This design comes from an exercise in tuning for small area on the open sky130 flow, not from production work. The RTL was checked by simulation tests, not by an equivalence proof against the original design.

==> inputs of run a <==
// top
module top (input clk, rst, enin, enout,
            input signed [9:0] datain,
            output reg signed [9:0] dataout);
reg [9:0] W [0:63];
reg [7:0] pc;
wire take   = enin & ~pc[6] & ~pc[7];                   
wire rowrun = pc[6] & ~pc[7];                           
wire rowend = rowrun & (pc[2:0] == 3'd0);
wire colrun = pc[7] & (pc[6:3] == 4'd0);                
wire rd     = enout & pc[7] & (pc[6:3] != 4'd0) & ~(pc[6] & (pc[5:3] == 3'b001));   
wire [79:0] ein, eout;
assign ein = rowrun ? {W[7],W[6],W[5],W[4],W[3],W[2],W[1],W[0]}
                    : {W[56],W[48],W[40],W[32],W[24],W[16],W[8],W[0]};
oneD_DCT eng(.x(ein), .y(eout));
wire [9:0] y0=eout[9:0], y1=eout[19:10], y2=eout[29:20], y3=eout[39:30],
           y4=eout[49:40], y5=eout[59:50], y6=eout[69:60], y7=eout[79:70];
wire [9:0] q;
quant qu(.x(W[56]), .idx(pc[5:0]), .q(q));
always @(posedge clk) begin
    if (rst) pc <= 8'd0;
    else if (take | rowrun | colrun | rd) pc <= pc + 8'd1;
end
always @(posedge clk) if (~rst & rd) dataout <= q;
integer i;
wire shift = take | rowrun | colrun | rd;
always @(posedge clk) begin
    if (shift) begin
        for (i = 0; i < 63; i = i + 1) W[i] <= W[i+1];
        W[63] <= (colrun | rowend) ? y0 : (take ? datain : W[0]);
        if (rowend) begin
            W[0] <= y1; W[1] <= y2; W[2] <= y3; W[3] <= y4;
            W[4] <= y5; W[5] <= y6; W[6] <= y7;
        end
        if (colrun) begin
            W[7] <= y1; W[15] <= y2; W[23] <= y3; W[31] <= y4;
            W[39] <= y5; W[47] <= y6; W[55] <= y7;
        end
    end
end
endmodule
==> module quant, before the edit <==
module quant(input [9:0] x, input [5:0] idx, output [9:0] q);
reg [6:0] d;
wire [2:0] row = idx[5:3] - 3'd1;    
always @* case ({row, idx[2:0]})
    6'o00: d = 16;   6'o01: d = 11;   6'o02: d = 10;   6'o03: d = 16;   6'o04: d = 24;   6'o05: d = 40;   6'o06: d = 51;   6'o07: d = 61;
    6'o10: d = 12;   6'o11: d = 12;   6'o12: d = 14;   6'o13: d = 19;   6'o14: d = 26;   6'o15: d = 58;   6'o16: d = 60;   6'o17: d = 55;
    6'o20: d = 14;   6'o21: d = 13;   6'o22: d = 16;   6'o23: d = 24;   6'o24: d = 40;   6'o25: d = 57;   6'o26: d = 69;   6'o27: d = 56;
    6'o30: d = 14;   6'o31: d = 17;   6'o32: d = 22;   6'o33: d = 29;   6'o34: d = 51;   6'o35: d = 87;   6'o36: d = 80;   6'o37: d = 62;
    6'o40: d = 18;   6'o41: d = 22;   6'o42: d = 37;   6'o43: d = 56;   6'o44: d = 68;   6'o45: d = 109;  6'o46: d = 103;  6'o47: d = 77;
    6'o50: d = 24;   6'o51: d = 35;   6'o52: d = 55;   6'o53: d = 64;   6'o54: d = 81;   6'o55: d = 104;  6'o56: d = 113;  6'o57: d = 92;
    6'o60: d = 49;   6'o61: d = 64;   6'o62: d = 78;   6'o63: d = 87;   6'o64: d = 103;  6'o65: d = 121;  6'o66: d = 120;  6'o67: d = 101;
    6'o70: d = 72;   6'o71: d = 92;   6'o72: d = 95;   6'o73: d = 98;   6'o74: d = 112;  6'o75: d = 100;  6'o76: d = 103;  6'o77: d = 99;
endcase
function [8:0] ad8; input [7:0] a, b; input ci; integer i; reg c; begin
  c = ci; for (i = 0; i < 8; i = i + 1) {c, ad8[i]} = a[i] + b[i] + c; ad8[8] = c; end endfunction
function [9:0] inc; input [9:0] a; input ci; integer i; reg c; begin
  c = ci; for (i = 0; i < 10; i = i + 1) begin inc[i] = a[i] ^ c; c = a[i] & c; end end endfunction
wire s = x[9];
wire [9:0] ax = inc(x ^ {10{s}}, s);    
reg [12:0] r;
reg [5:0] qq;
reg [8:0] t;
integer j;
always @* begin
    r = {3'd0, ax};
    for (j = 5; j >= 0; j = j - 1) begin
        t = ad8(r[j +: 8], {1'b1, ~d}, 1'b1);    
        qq[j] = t[8];
        if (t[8]) r[j +: 8] = t[7:0];
    end
end
assign q = inc({4'd0, qq} ^ {10{s}}, s);
endmodule
==> module top, before the edit <==
module top (input clk, rst, enin, enout,
            input signed [9:0] datain,
            output reg signed [9:0] dataout);
reg [9:0] W [0:63];
reg [7:0] pc;
wire take   = enin & ~pc[6] & ~pc[7];                   
wire rowrun = pc[6] & ~pc[7];                           
wire rowend = rowrun & (pc[2:0] == 3'd0);
wire colrun = pc[7] & (pc[6:3] == 4'd0);                
wire rd     = enout & pc[7] & (pc[6:3] != 4'd0) & ~(pc[6] & (pc[5:3] == 3'b001));   
wire [79:0] ein, eout;
assign ein = rowrun ? {W[7],W[6],W[5],W[4],W[3],W[2],W[1],W[0]}
                    : {W[56],W[48],W[40],W[32],W[24],W[16],W[8],W[0]};
oneD_DCT eng(.x(ein), .y(eout));
wire [9:0] y0=eout[9:0], y1=eout[19:10], y2=eout[29:20], y3=eout[39:30],
           y4=eout[49:40], y5=eout[59:50], y6=eout[69:60], y7=eout[79:70];
wire [9:0] q;
quant qu(.x(W[56]), .idx(pc[5:0]), .q(q));
always @(posedge clk) begin
    if (rst) pc <= 8'd0;
    else if (take | rowrun | colrun | rd) pc <= pc + 8'd1;
end
always @(posedge clk) if (~rst & rd) dataout <= q;
integer i;
wire shift = take | rowrun | colrun | rd;
always @(posedge clk) begin
    if (shift) begin
        for (i = 0; i < 63; i = i + 1) W[i] <= W[i+1];
        W[63] <= (colrun | rowend) ? y0 : (take ? datain : W[0]);
        if (rowend) begin
            W[0] <= y1; W[1] <= y2; W[2] <= y3; W[3] <= y4;
            W[4] <= y5; W[5] <= y6; W[6] <= y7;
        end
        if (colrun) begin
            W[7] <= y1; W[15] <= y2; W[23] <= y3; W[31] <= y4;
            W[39] <= y5; W[47] <= y6; W[55] <= y7;
        end
    end
end
endmodule
Settings: LEC_CHECK=0, CAP_MARGIN=20, CORE_MARGIN=2, CORE_UTILIZATION=65, CTS_BUF_LIST=sky130_fd_sc_hd__clkbuf_16, CTS_CLUSTER_DIAMETER=60, CTS_CLUSTER_SIZE=25, PLACE_DENSITY=0.75, SLEW_MARGIN=20; clock period 20.0 ns.
standard.sh (not shown) runs the stock make flow with config.mk's settings and CLKGATE_MAP_FILE= SYNTH_SCRIPT=/design/flow/synth_recipe.tcl, a recipe that flattens the netlist after the stock synthesis.
==> flow/flow/run.sh <==
#!/bin/bash
# Standard layout, with two changes: the port buffers that placement inserts are the
# smallest buffer cell (BUFFER_PORTS_ARGS), and one netlist pass runs between synthesis and
# floorplan: flow/fapol.py re-polarises the full adders of the synthesised netlist so that
# fewer inverters are needed. Registers and every other cell are left as synthesis made them.
set -euo pipefail
R=orfs/results/$FLOW_PLATFORM/top/base
export BUFFER_PORTS_ARGS="-buffer_cell sky130_fd_sc_hd__buf_1"
bash standard.sh synth > standard_synth.log 2>&1
cp $R/1_2_yosys.v $R/1_2_yosys.std.v
python3 flow/fapol.py $R/1_2_yosys.std.v $R/1_2_yosys.pol.v > fapol.log 2>&1
mv $R/1_2_yosys.pol.v $R/1_2_yosys.v
rm -f $R/1_synth.odb $R/1_synth.sdc
bash standard.sh > standard_finish.log 2>&1
Other scripts of this flow, unchanged in this note and not shown: flow/flow/fapol.py
==> inputs of run b, as changes to run a <==
--- a/flow/design.v
+++ b/flow/design.v
@@ -42,16 +42,15 @@
 endmodule
 module quant(input [9:0] x, input [5:0] idx, output [9:0] q);
 reg [6:0] d;
-wire [2:0] row = idx[5:3] - 3'd1;    
-always @* case ({row, idx[2:0]})
-    6'o00: d = 16;   6'o01: d = 11;   6'o02: d = 10;   6'o03: d = 16;   6'o04: d = 24;   6'o05: d = 40;   6'o06: d = 51;   6'o07: d = 61;
-    6'o10: d = 12;   6'o11: d = 12;   6'o12: d = 14;   6'o13: d = 19;   6'o14: d = 26;   6'o15: d = 58;   6'o16: d = 60;   6'o17: d = 55;
-    6'o20: d = 14;   6'o21: d = 13;   6'o22: d = 16;   6'o23: d = 24;   6'o24: d = 40;   6'o25: d = 57;   6'o26: d = 69;   6'o27: d = 56;
-    6'o30: d = 14;   6'o31: d = 17;   6'o32: d = 22;   6'o33: d = 29;   6'o34: d = 51;   6'o35: d = 87;   6'o36: d = 80;   6'o37: d = 62;
-    6'o40: d = 18;   6'o41: d = 22;   6'o42: d = 37;   6'o43: d = 56;   6'o44: d = 68;   6'o45: d = 109;  6'o46: d = 103;  6'o47: d = 77;
-    6'o50: d = 24;   6'o51: d = 35;   6'o52: d = 55;   6'o53: d = 64;   6'o54: d = 81;   6'o55: d = 104;  6'o56: d = 113;  6'o57: d = 92;
-    6'o60: d = 49;   6'o61: d = 64;   6'o62: d = 78;   6'o63: d = 87;   6'o64: d = 103;  6'o65: d = 121;  6'o66: d = 120;  6'o67: d = 101;
-    6'o70: d = 72;   6'o71: d = 92;   6'o72: d = 95;   6'o73: d = 98;   6'o74: d = 112;  6'o75: d = 100;  6'o76: d = 103;  6'o77: d = 99;
+always @* case (idx)    
+    6'o00: d = 72;   6'o01: d = 92;   6'o02: d = 95;   6'o03: d = 98;   6'o04: d = 112;  6'o05: d = 100;  6'o06: d = 103;  6'o07: d = 99;
+    6'o10: d = 16;   6'o11: d = 11;   6'o12: d = 10;   6'o13: d = 16;   6'o14: d = 24;   6'o15: d = 40;   6'o16: d = 51;   6'o17: d = 61;
+    6'o20: d = 12;   6'o21: d = 12;   6'o22: d = 14;   6'o23: d = 19;   6'o24: d = 26;   6'o25: d = 58;   6'o26: d = 60;   6'o27: d = 55;
+    6'o30: d = 14;   6'o31: d = 13;   6'o32: d = 16;   6'o33: d = 24;   6'o34: d = 40;   6'o35: d = 57;   6'o36: d = 69;   6'o37: d = 56;
+    6'o40: d = 14;   6'o41: d = 17;   6'o42: d = 22;   6'o43: d = 29;   6'o44: d = 51;   6'o45: d = 87;   6'o46: d = 80;   6'o47: d = 62;
+    6'o50: d = 18;   6'o51: d = 22;   6'o52: d = 37;   6'o53: d = 56;   6'o54: d = 68;   6'o55: d = 109;  6'o56: d = 103;  6'o57: d = 77;
+    6'o60: d = 24;   6'o61: d = 35;   6'o62: d = 55;   6'o63: d = 64;   6'o64: d = 81;   6'o65: d = 104;  6'o66: d = 113;  6'o67: d = 92;
+    6'o70: d = 49;   6'o71: d = 64;   6'o72: d = 78;   6'o73: d = 87;   6'o74: d = 103;  6'o75: d = 121;  6'o76: d = 120;  6'o77: d = 101;
 endcase
 function [8:0] ad8; input [7:0] a, b; input ci; integer i; reg c; begin
   c = ci; for (i = 0; i < 8; i = i + 1) {c, ad8[i]} = a[i] + b[i] + c; ad8[8] = c; end endfunction
@@ -77,34 +76,41 @@
             input signed [9:0] datain,
             output reg signed [9:0] dataout);
 reg [9:0] W [0:63];
+reg [9:0] IN;           
+reg       iv;           
 reg [7:0] pc;
-wire take   = enin & ~pc[6] & ~pc[7];                   
-wire rowrun = pc[6] & ~pc[7];                           
-wire rowend = rowrun & (pc[2:0] == 3'd0);
-wire colrun = pc[7] & (pc[6:3] == 4'd0);                
-wire rd     = enout & pc[7] & (pc[6:3] != 4'd0) & ~(pc[6] & (pc[5:3] == 3'b001));   
+wire loading = ~pc[6] & ~pc[7];
+wire take    = enin & loading;
+wire rowend  = iv & (pc[2:0] == 3'd0);              
+wire colrun  = ~iv & (pc[7:3] == 5'b01000);         
+wire rd      = enout & ((pc[6] & (pc[5:3] != 3'd0)) | (pc[7] & ~pc[3]));   
 wire [79:0] ein, eout;
-assign ein = rowrun ? {W[7],W[6],W[5],W[4],W[3],W[2],W[1],W[0]}
-                    : {W[56],W[48],W[40],W[32],W[24],W[16],W[8],W[0]};
+assign ein = (loading | iv) ? {IN,W[63],W[62],W[61],W[60],W[59],W[58],W[57]}
+                            : {W[56],W[48],W[40],W[32],W[24],W[16],W[8],W[0]};
 oneD_DCT eng(.x(ein), .y(eout));
 wire [9:0] y0=eout[9:0], y1=eout[19:10], y2=eout[29:20], y3=eout[39:30],
            y4=eout[49:40], y5=eout[59:50], y6=eout[69:60], y7=eout[79:70];
 wire [9:0] q;
 quant qu(.x(W[56]), .idx(pc[5:0]), .q(q));
+always @(posedge clk) IN <= datain;
 always @(posedge clk) begin
-    if (rst) pc <= 8'd0;
-    else if (take | rowrun | colrun | rd) pc <= pc + 8'd1;
+    if (rst) begin
+        iv <= 1'b0; pc <= 8'd0;
+    end else begin
+        iv <= take;
+        if (take | colrun | rd) pc <= pc + 8'd1;
+    end
 end
 always @(posedge clk) if (~rst & rd) dataout <= q;
 integer i;
-wire shift = take | rowrun | colrun | rd;
+wire shift = iv | colrun | rd;
 always @(posedge clk) begin
     if (shift) begin
         for (i = 0; i < 63; i = i + 1) W[i] <= W[i+1];
-        W[63] <= (colrun | rowend) ? y0 : (take ? datain : W[0]);
+        W[63] <= colrun ? y0 : (iv ? IN : W[0]);
         if (rowend) begin
-            W[0] <= y1; W[1] <= y2; W[2] <= y3; W[3] <= y4;
-            W[4] <= y5; W[5] <= y6; W[6] <= y7;
+            W[56] <= y0; W[57] <= y1; W[58] <= y2; W[59] <= y3;
+            W[60] <= y4; W[61] <= y5; W[62] <= y6; W[63] <= y7;
         end
         if (colrun) begin
             W[7] <= y1; W[15] <= y2; W[23] <= y3; W[31] <= y4;
==> flow/flow/run.sh (replaced) <==
#!/bin/bash
# Standard layout, with one netlist pass between synthesis and floorplan: flow/fapol.py
# re-polarises the full adders of the synthesised netlist so that fewer inverters are needed.
# Registers and every other cell are left as synthesis made them.
set -euo pipefail
R=orfs/results/$FLOW_PLATFORM/top/base
bash standard.sh synth > standard_synth.log 2>&1
cp $R/1_2_yosys.v $R/1_2_yosys.std.v
python3 flow/fapol.py $R/1_2_yosys.std.v $R/1_2_yosys.pol.v > fapol.log 2>&1
mv $R/1_2_yosys.pol.v $R/1_2_yosys.v
rm -f $R/1_synth.odb $R/1_synth.sdc
bash standard.sh > standard_finish.log 2>&1
Settings changed: CTS_CLUSTER_DIAMETER 60 to 80, CTS_CLUSTER_SIZE 25 to 30.
==> run summary <==
Against run b, the critical path depth of run a is lower by 7. In run a the fmax is lower than in run b, by about 1.2%. Of run a and run b, run b has the higher synthesized area (gap about 2%, measured against run b). In run b the non-clock buffer count is lower than in run a, by 20. Between run b and run a, the lower final area is in run a (gap about 0.27%, measured against run a). Of run a and run b, run a has the higher worst hold slack (gap 0.0074 ns). Between run b and run a, the lower via count is in run b (gap 1.1%, measured against run a). Of run a and run b, run b has the higher final cell count (gap 0.93%, measured against run b). First-iteration DRC count: run a is smaller than run b (7.9%).
==> figures <==
quantity	run b	run a
GRT met2 Usage	41.6%	44.1%
Chip Height	235 µm	233 µm
Max transition margin	26.3%	31.5%
R2r worst-path depth	80	73
Number of sequential cells in the layout	674	656
Non-clock inverters	187	177
Met1 wire length	29200 µm	28800 µm
Placed cell areas	35700 µm²	35200 µm²
Initial core utilization	65.9%	66.1%
Met3 Usage GRT	2.95%	3.92%
Outcome	no timing/DRC/antenna violations	no timing/DRC/antenna violations
Clock skew	0.0329 ns	0.0421 ns
Count of TritonRoute iterations in the first routing pass	6	5
Post-Route WL	68000 µm	69400 µm
CTS H-tree lvls	1	2
Placed Cells	2855	2818
Fmax	0.0531 GHz	0.0525 GHz
Pin count of the biggest net entering global routing	195	96

separate check: timing with driven ports:
No port has a modelled driver above. Below, the same layouts with a new extraction and two added sets of constraints. Step 1 (the two cells are an assumption about what drives the block):
set clk [get_ports {clk}]
set_driving_cell -lib_cell sky130_fd_sc_hd__clkbuf_16 $clk
set_driving_cell -lib_cell sky130_fd_sc_hd__buf_2 [delete_from_list [all_inputs] $clk]
Step 2 also shifts input and output timing later by t, the mid clock arrival at the registers, as if the neighbouring blocks saw the same clock. Slacks: ideal / step 1 / step 2; pairs: ideal / step 1.
run	t, ns	slack for setup (ns)	hold WS [ns]	clock arrival spread, ns	slew at the worst register clock pin (ns)
run a	0.641	0.935 / 0.935 / 0.935	0.402 / 0.402 / 0.402	0.043 / 0.043	0.09 / 0.09
run b	0.679	1.168 / 1.168 / 1.168	0.395 / 0.395 / 0.395	0.033 / 0.033	0.11 / 0.11
After both steps every run listed still meets setup and hold.
